Context: an optimization exercise on an open-source flow, tuned for a short achievable clock period and few clock cycles. The choices shown serve that exercise and are no tape-out recipe. Only simulation tests tie the RTL to the original design; equivalence was not proved. The clock port is modelled as an ideal driver; clocking choices that lean on that would not hold on a real chip. Power is estimated from default activity; no workload was simulated.

==> flow/design.v <==
module pipline(
    input clk,
    input reset,
    output [31:0] imem_addr,
    input  [31:0] imem_data,
    output [31:0] dmem_addr,
    output [31:0] dmem_wdata,
    output        dmem_we,
    input  [31:0] dmem_rdata
);
    function [15:0] onehot;
        input [3:0] r;
        begin
            onehot = 16'd1 << r;
            onehot[0]  = 1'b0;
            onehot[15] = 1'b0;
        end
    endfunction
    function [32:0] ksadd;
        input [31:0] a, b;
        input        cin;
        reg   [31:0] p, g, pp, gg;
        integer      n, d;
        begin
            p  = a ^ b;
            g  = a & b;
            pp = p;
            gg = g;
            gg[0] = g[0] | (p[0] & cin);
            for (d = 1; d < 32; d = d * 2)
                for (n = 31; n >= d; n = n - 1) begin
                    gg[n] = gg[n] | (pp[n] & gg[n - d]);
                    pp[n] = pp[n] & pp[n - d];
                end
            ksadd[0] = p[0] ^ cin;
            for (n = 1; n < 32; n = n + 1)
                ksadd[n] = p[n] ^ gg[n - 1];
            ksadd[32] = gg[31];
        end
    endfunction
    function [9:0] ksadd10;
        input [9:0] a, b;
        reg   [9:0] p, g, pp, gg;
        integer     n, d;
        begin
            p  = a ^ b;
            g  = a & b;
            pp = p;
            gg = g;
            for (d = 1; d < 10; d = d * 2)
                for (n = 9; n >= d; n = n - 1) begin
                    gg[n] = gg[n] | (pp[n] & gg[n - d]);
                    pp[n] = pp[n] & pp[n - d];
                end
            ksadd10[0] = p[0];
            for (n = 1; n < 10; n = n + 1)
                ksadd10[n] = p[n] ^ gg[n - 1];
        end
    endfunction
    reg  [9:0]  pc;               
    reg         second;           
    reg         e_valid;
    reg  [31:0] e_a, e_b, e_imm;   
    reg  [15:0] e_rx_oh;          
    reg  [15:0] e_ry_oh;          
    reg         e_fa_m, e_fa_w, e_fa_r;       
    reg         e_fb_m, e_fb_w, e_fb_r;       
    reg         e_fx_m, e_fx_w, e_fx_r;       
    reg         e_fy_m, e_fy_w, e_fy_r;       
    reg         e_bi_m, e_bi_w, e_bi_r, e_bi_i;  
    reg  [9:0]  e_pc1;            
    reg  [9:0]  e_alt;            
    reg         e_op_or, e_op_add, e_op_sub, e_op_cmp, e_op_link;
    reg         e_regwr, e_load, e_store, e_sdw;
    reg  [15:0] e_dst_oh;
    reg  [15:0] e_ld_oh;          
    reg         e_st_ld;          
    reg         e_st_ld2;         
    reg         e_bz, e_bgz, e_blz, e_jr, e_cll;
    reg         e_pred_taken;     
    reg  [5:0]  e_bidx;           
    reg         e_ras_ok;         
    reg  [9:0]  e_ras_pc;
    reg         m_load;
    reg  [31:0] o_addr, o_wdata, p_data;
    reg         o_we, pend;
    reg  [15:0] m_dst_oh;
    reg  [31:0] m_res;
    reg  [15:0] w_dst_oh;
    reg  [31:0] w_data;
    reg  [31:0] rf [1:14];
    reg  [9:0]  ras [0:3];
    reg  [1:0]  ras_sp;           
    reg  [2:0]  ras_cnt;
    assign imem_addr  = {20'd0, pc, 2'b00};
    assign dmem_addr  = o_addr;
    assign dmem_wdata = o_wdata;
    assign dmem_we    = o_we;
    wire [5:0]  op  = imem_data[31:26];
    wire [3:0]  rd  = imem_data[25:22];
    wire [3:0]  rs  = imem_data[21:18];
    wire [3:0]  rt  = imem_data[17:14];
    wire [13:0] imm = imem_data[13:0];
    wire op_or   = op == 6'd0;
    wire op_add  = op == 6'd1;
    wire op_sub  = op == 6'd2;
    wire op_cmp  = op == 6'd3;
    wire op_ori  = op == 6'd4;
    wire op_addi = op == 6'd5;
    wire op_lw   = op == 6'd6;
    wire op_sw   = op == 6'd7;
    wire op_ldw  = op == 6'd8 && !rd[0];
    wire op_sdw  = op == 6'd9 && !rd[0];
    wire br_far  = imm != 14'd1;
    wire op_bz   = op == 6'd10 && br_far;
    wire op_bgz  = op == 6'd11 && br_far;
    wire op_blz  = op == 6'd12 && br_far;
    wire op_jr   = op == 6'd13;
    wire op_j    = op == 6'd14;
    wire op_cll  = op == 6'd15;
    wire is_rtype = op_or | op_add | op_sub | op_cmp;
    wire is_cond  = op_bz | op_bgz | op_blz;
    wire is_dw    = op_ldw;         
    wire is_mem   = op_lw | op_sw | op_ldw | op_sdw;
    wire is_st = op_sw | op_sdw;
    wire use_a = is_rtype | op_ori | op_addi | op_lw | op_sw | op_ldw | op_sdw | is_cond | op_jr;
    wire use_t = is_rtype | is_cond;
    wire [15:0] rs_oh  = onehot(rs);
    wire [15:0] rt_oh  = onehot(rt);
    wire [15:0] rx_oh  = onehot(rd);
    wire [15:0] ry_oh  = onehot({rd[3:1], 1'b1});
    wire        regwr  = is_rtype | op_ori | op_addi | op_lw | op_ldw | op_cll;
    wire [15:0] dst_oh = regwr ? onehot(op_cll ? 4'd14 : {rd[3:1], rd[0] | (op_ldw & second)})
                               : 16'd0;
    wire [31:0] sext  = {{18{imm[13]}}, imm};
    wire [31:0] imm_x = op_ori ? {18'd0, imm} : (second ? sext + 32'd1 : sext);
    reg  [31:0] rf_s, rf_t;
    integer i;
    always @(*) begin
        rf_s = 32'd0;
        rf_t = 32'd0;
        for (i = 1; i <= 14; i = i + 1) begin
            rf_s = rf_s | ({32{rs_oh[i]}} & rf[i]);
            rf_t = rf_t | ({32{rt_oh[i]}} & rf[i]);
        end
    end
    wire s_w = |(rs_oh & w_dst_oh);
    wire t_w = |(rt_oh & w_dst_oh);
    wire [31:0] rd_a = s_w ? w_data : rf_s;
    wire [31:0] rd_t = t_w ? w_data : rf_t;
    wire [15:0] e_wr = e_valid ? e_dst_oh : 16'd0;
    wire a_e = |(rs_oh & e_wr);
    wire a_m = |(rs_oh & m_dst_oh);
    wire t_e = |(rt_oh & e_wr);
    wire t_m = |(rt_oh & m_dst_oh);
    wire x_e = |(rx_oh & e_wr);
    wire x_m = |(rx_oh & m_dst_oh);
    wire y_e = |(ry_oh & e_wr);
    wire y_m = |(ry_oh & m_dst_oh);
    wire [15:0] e_ld = e_valid ? e_ld_oh : 16'd0;
    wire load_use = (use_a && |(rs_oh & e_ld)) || (use_t && |(rt_oh & e_ld));
    wire st_ld    = is_st && |(rx_oh & e_ld);
    wire st_ld2   = op_sdw && |(ry_oh & e_ld);
    wire mem_hold = e_valid && e_sdw && is_mem;
    wire        e_mis;
    wire [9:0]  e_redirect;
    wire [9:0]  ras_top;
    wire [9:0]  pc1     = pc + 10'd1;
    wire [9:0]  ftarget = ksadd10(pc, imm[9:0]);
    reg  [63:0] bh_v, bh_t;       
    wire        bh_hit    = bh_v[pc[5:0]];
    wire        bh_tk     = bh_t[pc[5:0]];
    wire        pred_cond = (op == 6'd10 || op == 6'd11 || op == 6'd12) &&
                            (bh_hit ? bh_tk : imm[13]);
    wire        ras_hit   = op_jr && ras_cnt != 3'd0;
    wire        dw_first  = is_dw && !second;
    wire        f_stall   = load_use || mem_hold;
    wire        f_hold    = f_stall || dw_first;
    wire        take      = op_j || op_cll || pred_cond;
    wire        s_tgt     = !f_hold && take;
    wire        s_ras     = !f_hold && !take && ras_hit;
    wire        s_pc1     = !f_hold && !take && !ras_hit;
    wire [9:0]  f_next = ({10{f_hold}} & pc) | ({10{s_tgt}} & ftarget) |
                         ({10{s_ras}} & ras_top) | ({10{s_pc1}} & pc1);
    always @(posedge clk or posedge reset) begin
        if (reset) begin
            pc     <= 10'd0;
            second <= 1'b0;
        end else begin
            pc     <= e_mis ? e_redirect : f_next;
            if (e_mis)
                second <= 1'b0;
            else if (!f_stall && is_dw)
                second <= !second;
        end
    end
    always @(posedge clk or posedge reset) begin
        if (reset)
            e_valid <= 1'b0;
        else
            e_valid <= !f_stall && !e_mis;
    end
    wire ub = use_t;
    always @(posedge clk) begin
        e_a       <= rd_a;
        e_b       <= rd_t;
        e_rx_oh   <= rx_oh;
        e_ry_oh   <= ry_oh;
        e_imm     <= imm_x;
        e_fa_m    <= a_e;
        e_fa_w    <= !a_e && a_m;
        e_fa_r    <= !a_e && !a_m;
        e_fb_m    <= t_e;
        e_fb_w    <= !t_e && t_m;
        e_fb_r    <= !t_e && !t_m;
        e_fx_m    <= x_e;
        e_fx_w    <= !x_e && x_m;
        e_fx_r    <= !x_e && !x_m;
        e_fy_m    <= y_e;
        e_fy_w    <= !y_e && y_m;
        e_fy_r    <= !y_e && !y_m;
        e_bi_m    <= ub && t_e;
        e_bi_w    <= ub && !t_e && t_m;
        e_bi_r    <= ub && !t_e && !t_m;
        e_bi_i    <= !ub;
        e_pc1     <= pc1;
        e_alt     <= pred_cond ? pc1 : ftarget;
        e_op_or   <= op_or | op_ori;
        e_op_add  <= op_add | op_addi | op_lw | op_sw | op_ldw | op_sdw;
        e_op_sub  <= op_sub;
        e_op_cmp  <= op_cmp;
        e_op_link <= op_cll;
        e_regwr   <= regwr;
        e_load    <= op_lw | op_ldw;
        e_store   <= op_sw | op_sdw;
        e_sdw     <= op_sdw;
        e_dst_oh  <= dst_oh;
        e_ld_oh   <= (op_lw | op_ldw) ? dst_oh : 16'd0;
        e_st_ld   <= st_ld;
        e_st_ld2  <= st_ld2;
        e_bz      <= op_bz;
        e_bgz     <= op_bgz;
        e_blz     <= op_blz;
        e_jr      <= op_jr;
        e_cll     <= op_cll;
        e_pred_taken <= pred_cond;
        e_bidx    <= pc[5:0];
        e_ras_ok  <= ras_hit;
        e_ras_pc  <= ras_top;
    end
    wire [31:0] fa  = ({32{e_fa_m}} & m_res) | ({32{e_fa_w}} & w_data) | ({32{e_fa_r}} & e_a);
    wire [31:0] fb  = ({32{e_fb_m}} & m_res) | ({32{e_fb_w}} & w_data) | ({32{e_fb_r}} & e_b);
    reg  [31:0] rf_xe, rf_ye;
    integer j;
    always @(*) begin
        rf_xe = 32'd0;
        rf_ye = 32'd0;
        for (j = 1; j <= 14; j = j + 1) begin
            rf_xe = rf_xe | ({32{e_rx_oh[j]}} & rf[j]);
            rf_ye = rf_ye | ({32{e_ry_oh[j]}} & rf[j]);
        end
    end
    wire [31:0] fy  = ({32{e_fy_m}} & m_res) | ({32{e_fy_w}} & w_data) | ({32{e_fy_r}} & rf_ye);
    wire [31:0] fx  = ({32{e_fx_m}} & m_res) | ({32{e_fx_w}} & w_data) | ({32{e_fx_r}} & rf_xe);
    wire [31:0] bop = ({32{e_bi_m}} & m_res) | ({32{e_bi_w}} & w_data) | ({32{e_bi_r}} & e_b) |
                      ({32{e_bi_i}} & e_imm);
    wire [32:0] sum33  = ksadd(fa, bop, 1'b0);
    wire [32:0] diff33 = ksadd(fa, ~fb, 1'b1);
    wire [31:0] sum  = sum33[31:0];
    wire [31:0] diff = diff33[31:0];
    wire [31:0] ca0 = m_res, ca1 = w_data, ca2 = e_a;
    wire [31:0] cb0 = m_res, cb1 = w_data, cb2 = e_b;
    wire [2:0]  csa = {e_fa_r, e_fa_w, e_fa_m};
    wire [2:0]  csb = {e_fb_r, e_fb_w, e_fb_m};
    wire [8:0]  ceq = {ca2 == cb2, ca2 == cb1, ca2 == cb0,
                       ca1 == cb2, 1'b1,       ca1 == cb0,
                       ca0 == cb2, ca0 == cb1, 1'b1};
    wire [8:0]  clt = {ca2 < cb2,  ca2 < cb1,  ca2 < cb0,
                       ca1 < cb2,  1'b0,       ca1 < cb0,
                       ca0 < cb2,  ca0 < cb1,  1'b0};
    wire [8:0]  cpair = {csa[2] & csb[2], csa[2] & csb[1], csa[2] & csb[0],
                         csa[1] & csb[2], csa[1] & csb[1], csa[1] & csb[0],
                         csa[0] & csb[2], csa[0] & csb[1], csa[0] & csb[0]};
    wire        eq   = |(cpair & ceq);
    wire        ltu  = |(cpair & clt);
    wire        lts  = (fa[31] ^ fb[31]) ? fa[31] : ltu;
    wire [2:0]  cjr  = {ca2[11:2] == e_ras_pc, ca1[11:2] == e_ras_pc, ca0[11:2] == e_ras_pc};
    wire        jr_ok = |(csa & cjr);
    wire        gts  = !lts && !eq;
    wire [31:0] cmpv = {{31{ltu}}, !eq};
    wire [31:0] link = {19'd0, e_pc1 == 10'd0 && e_cll, e_pc1, 2'b00};
    wire [31:0] result = ({32{e_op_or}}   & (fa | bop)) |
                         ({32{e_op_add}}  & sum) |
                         ({32{e_op_sub}}  & diff) |
                         ({32{e_op_cmp}}  & cmpv) |
                         ({32{e_op_link}} & link);
    wire taken    = (e_bz & eq) | (e_bgz & gts) | (e_blz & lts);
    wire cond_mis = (e_bz | e_bgz | e_blz) & (taken ^ e_pred_taken);
    reg         u_we, u_tk;
    reg  [5:0]  u_idx;
    always @(posedge clk or posedge reset) begin
        if (reset) begin
            u_we <= 1'b0;
            bh_v <= 64'd0;
        end else begin
            u_we <= e_valid && (e_bz || e_bgz || e_blz);
            if (u_we)
                bh_v[u_idx] <= 1'b1;
        end
    end
    always @(posedge clk) begin
        u_tk  <= taken;
        u_idx <= e_bidx;
        if (u_we)
            bh_t[u_idx] <= u_tk;
    end
    wire jr_mis   = e_jr & !(e_ras_ok && jr_ok);
    assign e_mis      = e_valid && (cond_mis || jr_mis);
    assign e_redirect = e_jr ? fa[11:2] : e_alt;
    assign ras_top = ras[ras_sp];
    always @(posedge clk or posedge reset) begin
        if (reset) begin
            ras_sp  <= 2'd0;
            ras_cnt <= 3'd0;
        end else if (e_valid && e_cll) begin
            ras_sp  <= ras_sp + 2'd1;
            if (ras_cnt != 3'd4) ras_cnt <= ras_cnt + 3'd1;
        end else if (e_valid && e_jr && ras_cnt != 3'd0) begin
            ras_sp  <= ras_sp - 2'd1;
            ras_cnt <= ras_cnt - 3'd1;
        end
    end
    always @(posedge clk) begin
        if (e_valid && e_cll)
            ras[ras_sp + 2'd1] <= e_pc1;
    end
    always @(posedge clk or posedge reset) begin
        if (reset) begin
            m_dst_oh <= 16'd0;
            m_load   <= 1'b0;
            o_we     <= 1'b0;
            pend     <= 1'b0;
        end else begin
            m_dst_oh <= e_wr;
            m_load   <= e_valid && e_load;
            o_we     <= pend || (e_valid && e_store);
            pend     <= e_valid && e_sdw;
        end
    end
    always @(posedge clk) begin
        m_res   <= result;
        o_addr  <= pend ? o_addr + 32'd1 : result;
        o_wdata <= pend ? p_data : e_st_ld ? dmem_rdata : fx;
        p_data  <= e_st_ld2 ? dmem_rdata : fy;
    end
    always @(posedge clk or posedge reset) begin
        if (reset)
            w_dst_oh <= 16'd0;
        else
            w_dst_oh <= m_dst_oh;
    end
    always @(posedge clk) begin
        w_data <= m_load ? dmem_rdata : m_res;
    end
    integer k;
    always @(posedge clk) begin
        for (k = 1; k <= 14; k = k + 1)
            if (w_dst_oh[k])
                rf[k] <= w_data;
    end
endmodule
==> flow/flow/run.sh <==
#!/bin/bash
# Standard ORFS layout (the standard.sh), run in parts:
#  1. the standard synthesis, unchanged;
#  2. floorplan to clock tree synthesis, with a larger setup margin for
#     timing repair, sizing not limited to same-footprint cells, and the delay
#     cells kept out of port buffering and repair (added to the platform's
#     don't-use list);
#  3. flow/fix_chains.tcl on the clock-tree result: bypasses repair buffers
#     that only drive another repair buffer (chains the setup repair leaves on
#     critical paths), then resizes gates for setup and legalizes;
#  4. global routing to finish, with the same settings.
# The design, constraints and clock period are the design's, unchanged.
set -euo pipefail
MARGIN=$(cat flow/margin.txt)
DU=" sky130_fd_sc_hd__probe_p_8 sky130_fd_sc_hd__probec_p_8 sky130_fd_sc_hd__lpflow_bleeder_1 sky130_fd_sc_hd__lpflow_clkbufkapwr_1 sky130_fd_sc_hd__lpflow_clkbufkapwr_16 sky130_fd_sc_hd__lpflow_clkbufkapwr_2 sky130_fd_sc_hd__lpflow_clkbufkapwr_4 sky130_fd_sc_hd__lpflow_clkbufkapwr_8 sky130_fd_sc_hd__lpflow_clkinvkapwr_1 sky130_fd_sc_hd__lpflow_clkinvkapwr_16 sky130_fd_sc_hd__lpflow_clkinvkapwr_2 sky130_fd_sc_hd__lpflow_clkinvkapwr_4 sky130_fd_sc_hd__lpflow_clkinvkapwr_8 sky130_fd_sc_hd__lpflow_decapkapwr_12 sky130_fd_sc_hd__lpflow_decapkapwr_3 sky130_fd_sc_hd__lpflow_decapkapwr_4 sky130_fd_sc_hd__lpflow_decapkapwr_6 sky130_fd_sc_hd__lpflow_decapkapwr_8 sky130_fd_sc_hd__lpflow_inputiso0n_1 sky130_fd_sc_hd__lpflow_inputiso0p_1 sky130_fd_sc_hd__lpflow_inputiso1n_1 sky130_fd_sc_hd__lpflow_inputiso1p_1 sky130_fd_sc_hd__lpflow_inputisolatch_1 sky130_fd_sc_hd__lpflow_isobufsrc_1 sky130_fd_sc_hd__lpflow_isobufsrc_16 sky130_fd_sc_hd__lpflow_isobufsrc_2 sky130_fd_sc_hd__lpflow_isobufsrc_4 sky130_fd_sc_hd__lpflow_isobufsrc_8 sky130_fd_sc_hd__lpflow_isobufsrckapwr_16 sky130_fd_sc_hd__lpflow_lsbuf_lh_hl_isowell_tap_1 sky130_fd_sc_hd__lpflow_lsbuf_lh_hl_isowell_tap_2 sky130_fd_sc_hd__lpflow_lsbuf_lh_hl_isowell_tap_4 sky130_fd_sc_hd__lpflow_lsbuf_lh_isowell_4 sky130_fd_sc_hd__lpflow_lsbuf_lh_isowell_tap_1 sky130_fd_sc_hd__lpflow_lsbuf_lh_isowell_tap_2 sky130_fd_sc_hd__lpflow_lsbuf_lh_isowell_tap_4  sky130_fd_sc_hd__clkdlybuf4s* sky130_fd_sc_hd__dlygate4sd* sky130_fd_sc_hd__dlymetal6s*"
R=orfs/results/$FLOW_PLATFORM/pipline/base
bash standard.sh synth > flow_synth.log 2>&1
bash standard.sh "DONT_USE_CELLS=$DU" MATCH_CELL_FOOTPRINT=0 SETUP_SLACK_MARGIN=$MARGIN TNS_END_PERCENT=100 cts > flow_cts.log 2>&1
PLATFORM_DIR=$FLOW_HOME/platforms/$FLOW_PLATFORM IN_ODB=$R/4_cts.odb IN_SDC=$R/4_cts.sdc OUT_ODB=$R/4_cts.odb \
  DONT_USE_CELLS="$DU" MARGIN=$MARGIN openroad -no_init -exit flow/fix_chains.tcl > flow_fix_chains.log 2>&1
bash standard.sh "DONT_USE_CELLS=$DU" MATCH_CELL_FOOTPRINT=0 SETUP_SLACK_MARGIN=$MARGIN TNS_END_PERCENT=100 finish > flow_make.log 2>&1
==> flow/flow/fix_chains.tcl <==
# remove chains of repair buffers (a buffer driving only another buffer),
# then resize for setup
set P $::env(PLATFORM_DIR)
read_db $::env(IN_ODB)
read_liberty $P/lib/sky130_fd_sc_hd__tt_025C_1v80.lib
read_sdc $::env(IN_SDC)
source $P/setRC.tcl
set_propagated_clock [all_clocks]
set_dont_use $::env(DONT_USE_CELLS)
estimate_parasitics -placement
puts "FIX before WS [worst_slack -max]"
set block [ord::get_db_block]
set removed 0
set changed 1
while {$changed} {
  set changed 0
  foreach inst [$block getInsts] {
    set name [$inst getName]
    if {![string match rebuffer* $name]} continue
    set in [$inst findITerm A]
    set out [$inst findITerm X]
    if {$in eq "NULL" || $out eq "NULL"} continue
    set innet [$in getNet]
    set net [$out getNet]
    if {$net eq "NULL" || $innet eq "NULL"} continue
    if {[llength [$net getBTerms]] > 0} continue
    set loads {}
    foreach it [$net getITerms] {
      if {[$it isOutputSignal]} continue
      lappend loads $it
    }
    if {[llength $loads] != 1} continue
    set li [[lindex $loads 0] getInst]
    if {![string match rebuffer* [$li getName]]} continue
    # bypass this buffer: its load takes the buffer's input net
    set ld [lindex $loads 0]
    $ld disconnect
    $in disconnect
    $out disconnect
    $ld connect $innet
    odb::dbInst_destroy $inst
    odb::dbNet_destroy $net
    incr removed
    set changed 1
  }
}
puts "FIX removed $removed chained buffers"
estimate_parasitics -placement
puts "FIX after removal WS [worst_slack -max]"
repair_timing -setup -setup_margin $::env(MARGIN) -sequence "sizeup,swap" -repair_tns 100 -skip_last_gasp
detailed_placement
estimate_parasitics -placement
puts "FIX after repair WS [worst_slack -max] hold [worst_slack -min]"
if {[info exists ::env(OUT_ODB)]} { write_db $::env(OUT_ODB) }
==> flow/flow/margin.txt <==
6.2
==> flow/standard.sh <==
#!/bin/bash
# synth_recipe.tcl (not shown) runs the flow's synth.tcl, then flattens the netlist and writes it again
# the make line also repeats each setting of config.mk as NAME=value (left out here)
make -C /OpenROAD-flow-scripts/flow DESIGN_CONFIG=/design/flow/config.mk WORK_HOME=/design/flow/orfs CLKGATE_MAP_FILE= SYNTH_SCRIPT=/design/flow/synth_recipe.tcl "${@:-finish}"
==> flow/config.mk <==
export PLATFORM = sky130hd
export DESIGN_NAME = pipline
export DESIGN_NICKNAME = pipline
export VERILOG_FILES = /design/flow/design.v
export SDC_FILE = /design/flow/constraint.sdc
export NUM_CORES = 4
export LEC_CHECK = 0
export ABC_CLOCK_PERIOD_IN_PS = 2000
export CAP_MARGIN = 20
export CORE_MARGIN = 2
export CORE_UTILIZATION = 40
export PLACE_DENSITY = 0.6
export SETUP_SLACK_MARGIN = 5
export SLEW_MARGIN = 20
export TNS_END_PERCENT = 100
==> flow/constraint.sdc <==
create_clock -name core_clock -period 9.2 [get_ports {clk}]
set_input_delay 1.8400 -clock core_clock [delete_from_list [all_inputs] [get_ports {clk}]]
set_output_delay 1.8400 -clock core_clock [all_outputs]
set_load 0.01 [all_outputs]
==> impl_metrics.json <==
{
  "status": "timing/DRC/antenna clean",
  "initial_utilization_pct": 40.37,
  "cts_tree": "built",
  "num_rows": 136,
  "ys.flop_type": "edfxtp_1",
  "path_class": "reg -> reg",
  "layout-drive-gt1-share_pct": 25.09,
  "yosys-top-cells-area": "edfxtp_1, dfxtp_1, a22oi_1",
  "io_pins": 163,
  "cts.hold.buffers_added": 0,
  "worstMarginPinSlew_ns": 1.343,
  "fmax_ghz": 0.2530,
  "ir_drop_mv": 0.1770,
  "drc": 0,
  "synth-async-reset-ratio_pct": 10.99,
  "antenna_found_initial": 28,
  "htree_levels": 3,
  "dr_total_vias": 55240,
  "synth_top_area_share_pct": 29.82,
  "drtAntennaViolNets": 0,
  "drv_cap": 0,
  "fp.dieH_um": 376.8,
  "avgSynthCellArea_um2": 10.44,
  "wl_per_cell_um": 35.52,
  "rsz0062_at_grt": "true",
  "synthXorXnorAreaFrac_pct": 2.380,
  "timing.final.crit_share_pct": 42.96,
  "muxShareOfSynthArea_pct": 3.377,
  "cts-root-buf": "clkbuf_16",
  "grt_first_pass_wirelength_mm": 381.6,
  "drt-initial-drc-count": 11770,
  "ff_latch_area_um2": 27170,
  "synthTopCellsByCount": "a22oi_1, edfxtp_1, o21ai_0, dfxtp_1, nand2_1",
  "arrival_ns": 4.58,
  "place_hpwl_mm": 163.3,
  "nets": 6283,
  "clock_path_buffers": 3,
  "startpoint_type": "flop",
  "synth-compound-area-share_pct": 25.04,
  "grt.total_usage_pct": 37.28,
  "placed_cells": 7024,
  "synth_seq_area_share_pct": 47.99,
  "power_density_nw_per_um2": 208.5,
  "rrSetupSlack_ns": 5.25,
  "synth-simple-area-share_pct": 9.817,
  "critPathRequiredTime_ns": 9.83,
  "nFillCells": 12090,
  "synth_top_family_by_area": "compound AO/OA/AOI/OAI gates",
  "synthDistinctLibCells": 77,
  "synth-edff-count": 552,
  "r2r_end": "pc[1]",
  "ys_warn_count": 2,
  "insertion_delay_ns": 0.78,
  "die_w_um": 376.8,
  "yosysTopAreaCell": "edfxtp_1",
  "crit_path_end_kind": "flop",
  "multi_input_area_um2": 29560,
  "drv_slew": 0,
  "leakagePower_nw": 26.54,
  "dr.pass1.iters": 19,
  "grt_pass1_vias": 51990,
  "core_um2": 137700,
  "synth_area_um2": 55580,
  "r2r_start": "e_b[17]",
  "ys_ff_latch": 1028,
  "synth_most_common_cell": "a22oi_1",
  "syn_to_final_growth_pct": 26.65,
  "gp_congestion": 1.012,
  "setup-violations-final": 0,
  "clk_pin_slew_ns": 0.07,
  "hold_violations": 0,
  "worstSetupStartpoint": "e_b[17]",
  "period_minus_slack_ns": 3.952,
  "cts_made_buffers": 113,
  "setup.worst_path.end": "pc[1]",
  "gr-total-overflow": 0,
  "worst_clock_skew_ns": 0.05907,
  "layout.cells.non_filler": 7814,
  "crit_path_max_fanout": 5,
  "cts_sinks": 1028,
  "slew_headroom_pct": 10.45,
  "portBuffers": 140,
  "reg2reg_depth": 15,
  "viasPerCell": 7.069,
  "wl_mm": 277.6,
  "dieArea_um2": 141900,
  "finalSetupTns_ns": 0,
  "hp-class": "reg -> reg",
  "grt_max_degree": 66,
  "synthAdderAreaFrac_pct": 7.055,
  "synth_cells": 5322
}
[cell type report]
| type | instances | share of cell area (%) |
|---|---|---|
| flip-flops and latches | 1028 | 38.59 |
| multi-input cells | 3708 | 41.99 |
| clock inverters | 75 | 1.223 |
| repair buffers | 811 | 9.172 |
| well taps | 1794 | 3.189 |
| clock buffers | 141 | 4.421 |
| inverters | 244 | 1.363 |
| diodes | 13 | 0.04621 |
[layer usage]
metal	GRT usage [%]	wire length, um	share of wire [%]	vias to the layer above
li1	-	-	-	22110
met1	45.44	96910	35	26540
met2	53.89	112800	41	5028
met3	15.22	41720	15	1518
met4	24.72	25710	9.3	46
met5	0.8919	422	0.15	-
[placed cells by master, fill, tap and decap left out, types with 40 or more instances in the layout]
cell type and count:
xnor2_1 82, buf_6 169, ha_1 253, dfxtp_4 86
buf_2 131, buf_1 273, a22o_1 81, o21ai_1 88
inv_1 204, o21bai_1 73, a21o_1 88, xor2_1 62
o21ai_2 53, a21oi_1 188, nor2_1 139, mux4_2 52
o21ai_0 250, clkbuf_16 146, dfrtp_1 86, edfxtp_1 552
ha_4 49, clkbuf_2 54, a222oi_1 97, a22oi_1 649
dfxtp_1 177, a221oi_1 134, dfxtp_2 100, nand3_1 261
nand4_1 99, buf_4 49, clkbuf_4 40, nand2_1 296
[report_power, final]
group          switching [mW]  internal, mW  total, mW
clock                    2.07          2.83       4.90
combinational            2.36          1.68       4.04
sequential              0.478          5.26       5.74
[how the worst min path moves through the flow]
stage | slack (ns) | end | depth (start not counted) | startpoint
final | 0.33 | u_idx[5] | 0 | e_bidx[5]
after global routing | 0.33 | u_idx[4] | 0 | e_bidx[4]
after CTS | 0.33 | u_idx[5] | 0 | e_bidx[5]
after detailed placement | 0.31 | u_idx[1] | 0 | e_bidx[1]
after global placement | 0.31 | u_idx[4] | 0 | e_bidx[4]
after floorplan | 0.31 | u_idx[0] | 0 | e_bidx[0]
[state kept, by name, indices dropped and copies added, names as in the netlist, 40 cells and up]
register  flops
bh_t         64
rf          448
bh_v         64
ras          40
[what timing repair did]
action	4_1_cts	5_1_grt
resized for setup	1162	354
setup endpoints to repair	290	284
pin swaps	152	118
cloned	30	12
hold endpoints to repair	0	0
setup buffers	455	146
[metrics by stage]
| step | worst slack [ns] | util [%] | hold WS, ns | instance area [um2] | power, mW |
|---|---|---|---|---|---|
| floorplan | 5.386 | - | 0.3096 | 56720 | 7.812 |
| global placement | 3.511 | 42.39 | 0.3105 | 58360 | 8.849 |
| detailed placement | 3.601 | 42.43 | 0.3128 | 58410 | 8.890 |
| CTS | 5.386 | 49.41 | 0.3274 | 68010 | 14.28 |
| global route | 5.198 | 51.12 | 0.3276 | 70370 | 15.15 |
| finish | 5.248 | 51.13 | 0.3265 | 70390 | 14.68 |
[critical path, stage by stage, from the launching register on]
cell	delay [ns]
dfxtp_4	0.41
inv_2	0.08
ha_4	0.27
nand4_1	0.19
nor4_4	0.44
nand2_1	0.15
a21oi_2	0.19
nor4_2	0.09
nor4_2	0.28
buf_4	0.16
a31oi_4	0.15
o21a_1	0.23
or3_4	0.38
a31oi_4	0.26
buf_8	0.17
mux2_2	0.33
[cell families after synthesis]
family | after synthesis
adders and majority gates | 311
other | 1
buffers and inverters | 615
muxes | 117
DFF | 1028
AOI/OAI and AO/OA | 1972
xor gates and xnor gates | 151
and+or+nand+nor | 1127
Testbench counts, summed over its fixed seeds: cycles 54,113.

## what the ideal ports hide
How much do the figures lean on ideal ports? The routed layout below was timed once more, with nothing changed but the port constraints. Step 1 (the two cells are an assumption about what drives the block):
set clk [get_ports {clk}]
set_driving_cell -lib_cell sky130_fd_sc_hd__clkbuf_16 $clk
set_driving_cell -lib_cell sky130_fd_sc_hd__buf_2 [delete_from_list [all_inputs] $clk]
Step 2 times the ports against the registers' clock, not the clock port: input delays grow and output delays shrink by t, the midpoint of the rising clock arrivals with the driver on. Slacks: ideal / step 1 / step 2; pairs: ideal / step 1.
t (ns): 0.831
slack for setup (ns): 5.248 / 5.248 / 4.589
worst setup path at the end: input to register
worst slew at a driven data input, ns: 0.18
After both steps setup and hold are still met in this run. For this run, drivers alone change the setup slack by 0.000 ns; drivers and shift together by -0.659 ns.
